This is an optimization exercise on Yosys and OpenROAD, whose aim is small area, not a production implementation. Where RTL was checked, it was by simulation tests only, not by an equivalence proof against the original. Power is estimated from default activity; no workload was simulated.

==> v3 <==
==> flow/design.v (excerpt) <==
module uart_fifo (
    input  logic clk,
    input  logic rst,
    input  logic rx,
    output logic tx
);
==> module uart_fifo, before the edit <==
module uart_fifo (
    input  logic clk,
    input  logic rst,
    input  logic rx,
    output logic tx
);
    logic [2:0] bcnt;
    logic       tick;
    assign tick = (bcnt == 3'd0);
    always_ff @(posedge clk, posedge rst) begin
        if (rst) bcnt <= 3'd7;
        else if (bcnt == 3'd6) bcnt <= 3'd0;
        else if (bcnt == 3'd7) bcnt <= 3'd1;
        else bcnt <= bcnt + 3'd1;
    end
    logic [1:0] rs;
    logic [3:0] rbtc;
    logic [2:0] rbit;
    logic [7:0] rdata;
    logic       rdone;
    always_ff @(posedge clk, posedge rst) begin
        if (rst) begin
            rs    <= 2'd0;
            rdone <= 1'b0;
        end else begin
            rdone <= 1'b0;
            case (rs)
                2'd0: if (!rx) rs <= 2'd1;
                2'd1: if (tick && rbtc == 4'd8) rs <= 2'd2;
                2'd2: if (tick && rbtc == 4'd15 && rbit == 3'd7) rs <= 2'd3;
                2'd3: if (tick && rbtc == 4'd15) begin
                    rs    <= 2'd0;
                    rdone <= 1'b1;
                end
            endcase
        end
    end
    always_ff @(posedge clk) begin
        case (rs)
            2'd0: begin
                rbtc <= 4'd0;
                rbit <= 3'd0;
            end
            2'd1: if (tick) rbtc <= (rbtc == 4'd8) ? 4'd0 : rbtc + 4'd1;
            default: if (tick) begin
                rbtc <= rbtc + 4'd1;
                if (rbtc == 4'd15 && rs == 2'd2) begin
                    rdata <= {rx, rdata[7:1]};
                    rbit  <= rbit + 3'd1;
                end
            end
        endcase
    end
    logic [4:0] n;
    logic       mv;
    logic       tx_idle;
    logic       wr, pop, rx_full, tx_empty;
    assign rx_full  = mv ? (n == 5'd15) : (n == 5'd16);
    assign tx_empty = (n == 5'd0) | (mv & (n == 5'd1));
    assign wr  = rdone & ~rx_full;
    assign pop = ~tx_empty & tx_idle;
    always_ff @(posedge clk, posedge rst) begin
        if (rst) begin
            n  <= 5'd0;
            mv <= 1'b0;
        end else begin
            n  <= n + {4'd0, wr} - {4'd0, pop};
            mv <= (n < 5'd8) ? wr : (n == 5'd8) ? (wr & pop) : pop;
        end
    end
    logic [7:0] ring[0:15];
    logic [3:0] dw, dr;
    logic       pw, pr, blk;
    logic       we, re;
    logic [7:0] port;
    assign we   = pw & (dw == 4'd0) & ~(blk & pr);
    assign re   = pr & (dr == 4'd0);
    assign port = we ? rdata : ring[15];
    always_ff @(posedge clk) begin
        ring[0] <= port;
        for (int i = 1; i < 16; i++) ring[i] <= ring[i-1];
    end
    always_ff @(posedge clk, posedge rst) begin
        if (rst) begin
            dw  <= 4'd0;
            dr  <= 4'd0;
            pw  <= 1'b0;
            pr  <= 1'b0;
            blk <= 1'b0;
        end else begin
            if (wr) begin
                pw  <= 1'b1;
                blk <= pr | pop;
            end else if (we) begin
                pw  <= 1'b0;
                blk <= 1'b0;
            end
            if (!we) dw <= dw - 4'd1;
            if (pop) pr <= 1'b1;
            else if (re) pr <= 1'b0;
            if (!re) dr <= dr - 4'd1;
        end
    end
    logic [1:0] ts;
    logic [3:0] tbtc;
    logic [2:0] tbit;
    logic [7:0] tbuf;
    logic       txr;
    assign tx_idle = (ts == 2'd0);
    assign tx = txr;
    always_ff @(posedge clk, posedge rst) begin
        if (rst) begin
            ts  <= 2'd0;
            txr <= 1'b1;
        end else begin
            case (ts)
                2'd0: begin
                    txr <= 1'b1;
                    if (pop) ts <= 2'd1;
                end
                2'd1: begin
                    txr <= 1'b0;
                    if (tick && tbtc == 4'd15) ts <= 2'd2;
                end
                2'd2: begin
                    txr <= tbuf[0];
                    if (tick && tbtc == 4'd15 && tbit == 3'd7) ts <= 2'd3;
                end
                2'd3: begin
                    txr <= 1'b1;
                    if (tick && tbtc == 4'd15) ts <= 2'd0;
                end
            endcase
        end
    end
    always_ff @(posedge clk) begin
        if (re) tbuf <= port;
        else if (ts == 2'd2 && tick && tbtc == 4'd15) tbuf <= {1'b0, tbuf[7:1]};
        if (ts == 2'd0) tbtc <= 4'd0;
        else if (tick) tbtc <= tbtc + 4'd1;
        if (ts == 2'd1) tbit <= 3'd0;
        else if (ts == 2'd2 && tick && tbtc == 4'd15) tbit <= tbit + 3'd1;
    end
endmodule
make LEC_CHECK=0 CAP_MARGIN=20 CORE_MARGIN=2 CORE_UTILIZATION=40 CTS_BUF_LIST=sky130_fd_sc_hd__clkbuf_8 SLEW_MARGIN=20 finish   # period 10.0 ns
run.sh (not shown) runs the stock make flow with config.mk's settings and CLKGATE_MAP_FILE= SYNTH_SCRIPT=/design/flow/synth_recipe.tcl, a recipe that flattens the netlist after the stock synthesis.
==> v38 (differences from v3) <==
- CTS_BUF_LIST: sky130_fd_sc_hd__clkbuf_8 -> default
==> v24 (differences from v3) <==
--- a/flow/design.v
+++ b/flow/design.v
@@ -54,17 +54,15 @@
     end
-    logic [4:0] n;
-    logic       mv;
+    logic [3:0] rcnt, tcnt;
     logic       tx_idle;
-    logic       wr, pop, rx_full, tx_empty;
-    assign rx_full  = mv ? (n == 5'd15) : (n == 5'd16);
-    assign tx_empty = (n == 5'd0) | (mv & (n == 5'd1));
-    assign wr  = rdone & ~rx_full;
-    assign pop = ~tx_empty & tx_idle;
+    logic       wr, xfer, pop;
+    assign wr   = rdone & (rcnt != 4'd8);
+    assign xfer = (rcnt != 4'd0) & (tcnt != 4'd8);
+    assign pop  = (tcnt != 4'd0) & tx_idle;
     always_ff @(posedge clk, posedge rst) begin
         if (rst) begin
-            n  <= 5'd0;
-            mv <= 1'b0;
+            rcnt <= 4'd0;
+            tcnt <= 4'd0;
         end else begin
-            n  <= n + {4'd0, wr} - {4'd0, pop};
-            mv <= (n < 5'd8) ? wr : (n == 5'd8) ? (wr & pop) : pop;
+            rcnt <= rcnt + {3'd0, wr} - {3'd0, xfer};
+            tcnt <= tcnt + {3'd0, xfer} - {3'd0, pop};
         end
@@ -72,3 +70,4 @@
     logic [7:0] ring[0:15];
-    logic [3:0] dw, dr;
+    logic [3:0] ph;          
+    logic [3:0] wp, rp;
     logic       pw, pr, blk;
@@ -76,6 +75,7 @@
     logic [7:0] port;
-    assign we   = pw & (dw == 4'd0) & ~(blk & pr);
-    assign re   = pr & (dr == 4'd0);
+    assign we   = pw & (ph == wp) & ~(blk & pr);
+    assign re   = pr & (ph == rp);
     assign port = we ? rdata : ring[15];
     always_ff @(posedge clk) begin
+        ph <= ph + 4'd1;
         ring[0] <= port;
@@ -85,4 +85,4 @@
         if (rst) begin
-            dw  <= 4'd0;
-            dr  <= 4'd0;
+            wp  <= 4'd0;
+            rp  <= 4'd0;
             pw  <= 1'b0;
@@ -98,6 +98,6 @@
             end
-            if (!we) dw <= dw - 4'd1;
+            if (we) wp <= wp + 4'd1;
             if (pop) pr <= 1'b1;
             else if (re) pr <= 1'b0;
-            if (!re) dr <= dr - 4'd1;
+            if (re) rp <= rp + 4'd1;
         end
- CTS_BUF_LIST: sky130_fd_sc_hd__clkbuf_8 -> default
==> notes <==
v38 completed without violations. v3 completed with no timing, DRC or antenna violations. v24 completed with no timing, DRC or antenna violations. First-iteration DRC count: v24 > v3 > v38. Of v3 and v24, v24 has the higher flip-flop and latch count (gap 6). Clock power: v24 is smaller than v38 (6.2%). In register-to-register slack, v3 and v38 hardly differ. Cell area: v3 < v38 < v24. Global-route usage: v3 < v38 < v24. Of v3 and v24, v24 has the higher die area (gap about 6%, measured against v24).
Function not checked in v3 and v38: the RTL went through the layout flow alone.

==> port drivers added, routing unchanged <==
Ports are ideal in the flow. The routed layouts listed here were re-timed in OpenROAD. Step 1, drivers: a clkbuf_16 drives clk and a buf_2 each remaining input, both assumed. Step 2, shift: input delay + t, output delay - t, t = (earliest + latest rising clock arrival at the registers) / 2. This alone moves slack from input paths to output paths. Three values: ideal ports, drivers, drivers and shift; two values: the first two.
run | shift t [ns] | slack for setup (ns) | hold slack, ns
v3 | 0.462 | 6.519 / 6.488 / 6.827 | 0.320 / 0.320 / 0.320
v38 | 0.440 | 6.552 / 6.517 / 6.823 | 0.322 / 0.322 / 0.322
v24 | 0.461 | 6.546 / 6.505 / 6.966 | 0.325 / 0.325 / 0.325
After both steps setup and hold are still met in every run listed.
